This design comes from an exercise in tuning for small area on the open sky130 flow, not from production work. Function was checked by simulation only, so behaviour that the tests miss may differ from the original. Power figures rest on the tool's default switching activity, not on a simulated workload.

==> design.v <==
module Top_Circuit(clk, rst, start, start_addr, end_addr, max_diff, busy, scl, sda_out, sda_oe, sda_in);
input clk, rst, start;
input [7:0] start_addr, end_addr;
output [7:0] max_diff;
output reg busy;
output reg scl, sda_out, sda_oe;
input sda_in;
localparam IDLE = 3'd0, PRE = 3'd1, FRM = 3'd2, RX = 3'd3, FIN = 3'd4, STOP = 3'd5, DONE = 3'd6;
reg [2:0] ph;
reg [5:0] c;
reg [1:0] fr;
reg wp;
reg [7:0] sr, ia, mn, mx;
reg f2;
wire [7:0] diff = mx - mn;
assign max_diff = f2 ? diff : 8'd0;
wire lte = ia <= end_addr;
reg [7:0] byte_v;
always @* begin
	case (fr)
		2'd0: byte_v = 8'hA2;
		2'd1: byte_v = wp ? 8'hFF : {sr[7], 7'b0};
		2'd2: byte_v = 8'hA3;
		default: byte_v = diff;
	endcase
end
wire [2:0] bidx = ~c[4:2];
wire bitv = (fr == 2'd1 && !wp) ? sr[7] : byte_v[bidx];
reg busy_c, f1;
always @* begin
	scl = 1'b1; sda_oe = 1'b1; sda_out = 1'b1;
	busy_c = 1'b1; f1 = 1'b0;
	case (ph)
		IDLE: busy_c = 1'b0;
		PRE: sda_out = (c < 6'd7);
		FRM: begin
			f1 = wp;
			if (c < 6'd32) begin
				scl = c[1]; sda_out = bitv;
			end else begin
				sda_oe = 1'b0;
				scl = (c == 6'd35) || (c == 6'd36) || (fr == 2'd2 && c == 6'd37);
			end
		end
		RX: begin
			if (c == 6'd28) begin scl = 1'b1; sda_out = 1'b0; end
			else if (c == 6'd29) begin scl = 1'b0; sda_out = 1'b0; end
			else begin scl = 1'b0; sda_oe = 1'b0; end
		end
		FIN: begin
			f1 = (c >= 6'd21);
			case (c)
				6'd18: begin scl = 1'b0; sda_oe = 1'b0; end
				6'd23, 6'd27, 6'd30, 6'd31: sda_out = 1'b0;
				6'd25: scl = 1'b0;
				default: ;
			endcase
		end
		STOP: begin
			f1 = 1'b1;
			case (c)
				6'd0, 6'd4: sda_out = 1'b0;
				6'd2: scl = 1'b0;
				6'd5: busy_c = 1'b0;
				default: ;
			endcase
		end
		default: begin busy_c = 1'b0; f1 = 1'b1; end
	endcase
end
wire rx_shift = (ph == RX) && !c[0] && (c >= 6'd2) && (c <= 6'd16);
wire tx_shift = (ph == FRM) && (fr == 2'd1) && (c[1:0] == 2'b11);
always @(posedge clk) begin
	busy <= busy_c;
	f2 <= f1;
	if (ph == IDLE) sr <= start_addr;
	else if (rx_shift || tx_shift) sr <= {sr[6:0], sda_in};
	if (ph == PRE && c == 6'd0 && fr == 2'd0) ia <= start_addr;
	if (ph == IDLE) begin
		mn <= 8'hFF; mx <= 8'h00;
	end else if (ph == RX && c == 6'd17 && lte) begin
		ia <= ia + 8'd1;
		if (sr <= mn) mn <= sr;
		if (mx <= sr) mx <= sr;
	end
	if (rst) begin
		ph <= IDLE;
	end else begin
		c <= c + 6'd1;
		case (ph)
			IDLE: begin
				c <= 6'd0; fr <= 2'd0; wp <= 1'b0;
				if (start) ph <= PRE;
			end
			PRE: if (c == 6'd8) begin ph <= FRM; c <= 6'd0; end
			FRM: begin
				if (fr == 2'd2 && c == 6'd37) begin ph <= RX; c <= 6'd0; end
				else if (fr == 2'd1 && !wp && c == 6'd38) begin ph <= PRE; c <= 6'd6; fr <= 2'd2; end
				else if (fr == 2'd1 && wp && c == 6'd39) begin c <= 6'd0; fr <= 2'd3; end
				else if (fr == 2'd0 && c == 6'd38) begin c <= 6'd0; fr <= 2'd1; end
				else if (fr == 2'd3 && c == 6'd38) begin ph <= STOP; c <= 6'd0; end
			end
			RX: begin
				if (c == 6'd17 && !lte) ph <= FIN;
				if (c == 6'd29) c <= 6'd0;
			end
			FIN: if (c == 6'd31) begin ph <= FRM; c <= 6'd0; fr <= 2'd0; wp <= 1'b1; end
			STOP: if (c == 6'd5) ph <= DONE;
			default: ;
		endcase
	end
end
endmodule
==> run.sh <==
#!/bin/bash
# synth_recipe.tcl (not shown) runs the flow's synth.tcl, then flattens the netlist and writes it again
# the make line also repeats each setting of config.mk as NAME=value (left out here)
make -C /OpenROAD-flow-scripts/flow DESIGN_CONFIG=/design/flow/config.mk WORK_HOME=/design/flow/orfs CLKGATE_MAP_FILE= SYNTH_SCRIPT=/design/flow/synth_recipe.tcl finish
==> config.mk <==
export PLATFORM = sky130hd
export DESIGN_NAME = Top_Circuit
export DESIGN_NICKNAME = Top_Circuit
export VERILOG_FILES = /design/flow/design.v
export SDC_FILE = /design/flow/constraint.sdc
export NUM_CORES = 4
export LEC_CHECK = 0
export CAP_MARGIN = 20
export CORE_MARGIN = 2
export CORE_UTILIZATION = 40
export PLACE_DENSITY = 0.6
export SLEW_MARGIN = 20
==> constraint.sdc <==
create_clock -name core_clock -period 5.0 [get_ports {clk}]
set_input_delay 1.0000 -clock core_clock [delete_from_list [all_inputs] [get_ports {clk}]]
set_output_delay 1.0000 -clock core_clock [all_outputs]
set_load 0.01 [all_outputs]
==> summary.txt <==
[cells in the final DEF, fill, tap and decap left out, types with 17 or more instances in the layout]
| cell type | synthesis | routed |
|---|---|---|
| nand2_1 | 66 | 66 |
| ha_1 | 38 | 38 |
| inv_1 | 37 | 37 |
| clkdlybuf4s50_1 | 0 | 31 |
| dfxtp_1 | 29 | 29 |
| nor2_1 | 27 | 27 |
| a21oi_1 | 27 | 27 |
| o21ai_0 | 17 | 17 |
| edfxtp_1 | 17 | 17 |
[worst paths after layout]
kind	from	end	slack (ns)	depth (start not counted)
setup / recovery	mn[0]$_SDFFE_PP1P_	sda_out	0.94	10
hold / removal	mx[0]$_SDFFE_PP0P_	mx[0]$_SDFFE_PP0P_	0.47	2
setup reg to reg	ph[0]$_SDFFE_PP0P_	ia[6]$_DFF_P_	1.98	7
hold reg to reg	mx[0]$_SDFFE_PP0P_	mx[0]$_SDFFE_PP0P_	0.47	2
[Yosys cell counts, types with 6 or more instances]
library cell | count | area (um2)
a211o_1 | 11 | 96.34
a21oi_1 | 27 | 135.1
and2_1 | 6 | 37.54
and3_1 | 13 | 81.33
clkbuf_1 | 11 | 41.29
dfxtp_1 | 29 | 580.6
edfxtp_1 | 17 | 510.5
ha_1 | 38 | 475.5
inv_1 | 37 | 138.9
mux2i_1 | 15 | 150.1
nand2_1 | 66 | 247.7
nand3_1 | 15 | 75.07
nand4_1 | 8 | 50.05
nor2_1 | 27 | 101.4
nor2b_1 | 10 | 62.56
nor3_1 | 6 | 30.03
o21ai_0 | 17 | 85.08
xnor2_1 | 6 | 52.55
[logic make-up (layout without fill, tap and decap cells)]
family	after synthesis	count (layout)
multiplexers	20	20
AND/OR/NAND/NOR	180	180
XOR/XNOR	10	10
adder cells (fa/ha/maj)	39	39
AO/OA/AOI/OAI	113	113
buffers and inverters	60	79
flip-flops	46	46
[flip-flops by register name, summed over array words and instances, names as in the netlist]
| register | count |
|---|---|
| ia | 8 |
| mn | 8 |
| mx | 8 |
| sr | 8 |
| c | 6 |
| ph | 3 |
| fr | 2 |
| busy | 1 |
| f2 | 1 |
| wp | 1 |
[stage by stage]
stage,power [mW],std cells
finish,1.816,616
CTS,1.811,616
floorplan,1.272,468
global placement,1.532,608
global route,1.959,616
detailed placement,1.536,608
[where the power goes]
part / switching (mW) / internal (mW)
logic: 0.517 / 0.321
clock network: 0.140 / 0.130
registers: 0.181 / 0.527
total: 0.838 / 0.978
[worst register-to-register path, cell delays in order (launching register included)]
cell and delay (ns):
dfxtp_1 0.81, inv_1 0.33, a211oi_2 0.32, o211ai_1 0.19, a211oi_4 0.59, buf_4 0.31
mux2i_1 0.21, o221a_1 0.20
[layer usage]
layer,vias to the layer above,part of all wire (%)
li1,1734,-
met1,1609,50
met2,115,44
met3,12,5.3
met4,0,1.3
met5,-,0
[cell type report]
type                            instances  area [um2]
Sequential cell                        46        1091
Fill cell                             921        4951
Multi-Input combinational cell        362        2505
Timing Repair Buffer                   33       325.3
Inverter                               38       142.6
Tap cell                              129       161.4
Clock buffer                            6       93.84
Clock inverter                          2       13.76
==> out/qor.txt <==
Worst slew pin tran: 1.059 ns
Setup TNS: 0 ns
Die width: 101.9 um
Die Area: 10380 um2
Hold Crit Class: register to register
Clk root buf: clkbuf_8
First-pass GRT wire length: 16240 um
Worst setup EP type: output pin
Compound-cell area share of the yosys netlist: 20.82%
Crit path cell chain: ha_1, inv_1, fa_1, a21o_1, a21oi_1, xnor2_1, a211o_1, a2111oi_0, o31ai_1, clkdlybuf4s50_1
CTS sink count: 46
CTS max path bufs: 2
Post-synthesis adder-cell area fraction: 12.92%
Endpoints failing setup: 0
Layout Utilization: 46.67%
Slew Viols, Final: 0
Routed via count: 3470
Drt pass-1 iters: 5
DRT iter0 DRCs: 377
Initial antenna violation count: 0
Synth Area in Simple Gates: 23.79%
Largest family of logic cells by synthesized area: simple AND/OR/NAND/NOR gates
Critical path's largest stage delay: 0.50 ns
Nets: 545
# rows: 35
H-tree Lvls: 2
Gr busiest metal: met2
FFs w/ async S/R, synth: 0%
ANT nets after route: 0
Synthesis-to-finish area growth: 13.02%
Avg Inst Size Synth: 8.192 um2
Crit path max-delay family: compound AO/OA/AOI/OAI gates
Seq cells post-synth: 46
Setup CP Type: register to output pin
Req. time, crit path: 4.00 ns
Resized cells post-CTS: 0
Hold Slack: 0.4670 ns
Peak supply drop: 233.3 uV
Status: timing/DRC/antenna clean
Post-CTS Hold Fix Bufs: 0
Pre-CTS setup slack: 1.095 ns
Yosys warns: 1
Skew-Pair Late Insertion Delay: 0.31 ns
Fin. Hold Viols: 0
Die height: 101.9 um
Worst-case clock skew: 0.004739 ns
F_max: 0.2464 GHz
Tmin final: 4.059 ns
GRT Overall Usage: 19.43%
DRC: 0
Post-CTS setup buffer count: 0
Distinct cell type count after synthesis: 66
Post-route cell area: 4333 um2
Critical path's slowest cell: clkdlybuf4s50_1
Post-Route WL: 9800 um
Post-synth EDFFs: 17
Predominant post-synthesis flop cell: dfxtp_1
CTS buffer count: 5
Post-Syn Area: 3834 um2
Slew HR: 29.03%
Total of max-cap violations: 0
Ports: 32
RSZ-0062 raised after global routing: no
WP data arrival: 3.06 ns
Cell count after synthesis: 468
Grt met2 use: 30.26%
Met1 usage: 28.54%
Total gr overflow: 0
Crit path launch type: register
Met3 Usage GRT: 2.394%
Initial core utilization: 41.29%
Syn Nets: 527
Post-detail-place hpwl: 7426 um
Mux share of post-synthesis cell area: 5.385%
Sequential area share after synthesis: 28.46%
Max FO, Critical Path: 4
Leakage: 1.889 nW
Gpl congestion: 0.8973
Routed len/inst: 15.91 um
Final Cycle Share: 81.18%
Power Density: 419.2 nW/um2
Largest net degree at the start of global routing: 24
# port buffers: 31
Vias in the first global route: 3285
Core ar.: 9284 um2
Setup ws final: 0.9412 ns
Placement-stage cell area: 4225 um2
CP bufs+invs: 2
Diodes inserted: 0
CTS tree: built
Clock-pin slew on the worst setup and hold paths: 0.09 ns
Post-DR vias/cell: 5.633
Share of cells above drive strength 1: 4.928%
Synth Area in XOR/XNOR: 2.285%

what the ideal ports hide:
The results above use ideal ports. As a check the final layout listed here was re-extracted and re-timed, cells and wires unchanged.
Step 1 (the two cells are an assumption about what drives the block):
set clk [get_ports {clk}]
set_driving_cell -lib_cell sky130_fd_sc_hd__clkbuf_16 $clk
set_driving_cell -lib_cell sky130_fd_sc_hd__buf_2 [delete_from_list [all_inputs] $clk]
Step 2 adds t to the input delays and takes it off the output delays; t is the mean of the earliest and latest rising clock arrival at the registers after step 1. Input paths then give back, and output paths get back, about the clock's delay inside the block.
a / b / c = ideal ports / drivers / drivers and shift; a / b = the first two.
t, ns: 0.337
slack for setup (ns): 0.941 / 0.911 / 1.091
worst setup path after step 2: input to register
worst data-port slew with drivers (ns): 0.03
cell pins on the clock port's net: 1
After both steps setup and hold are still met in this run. The setup slack of this run moves by -0.030 ns with the drivers and by +0.150 ns with both steps.
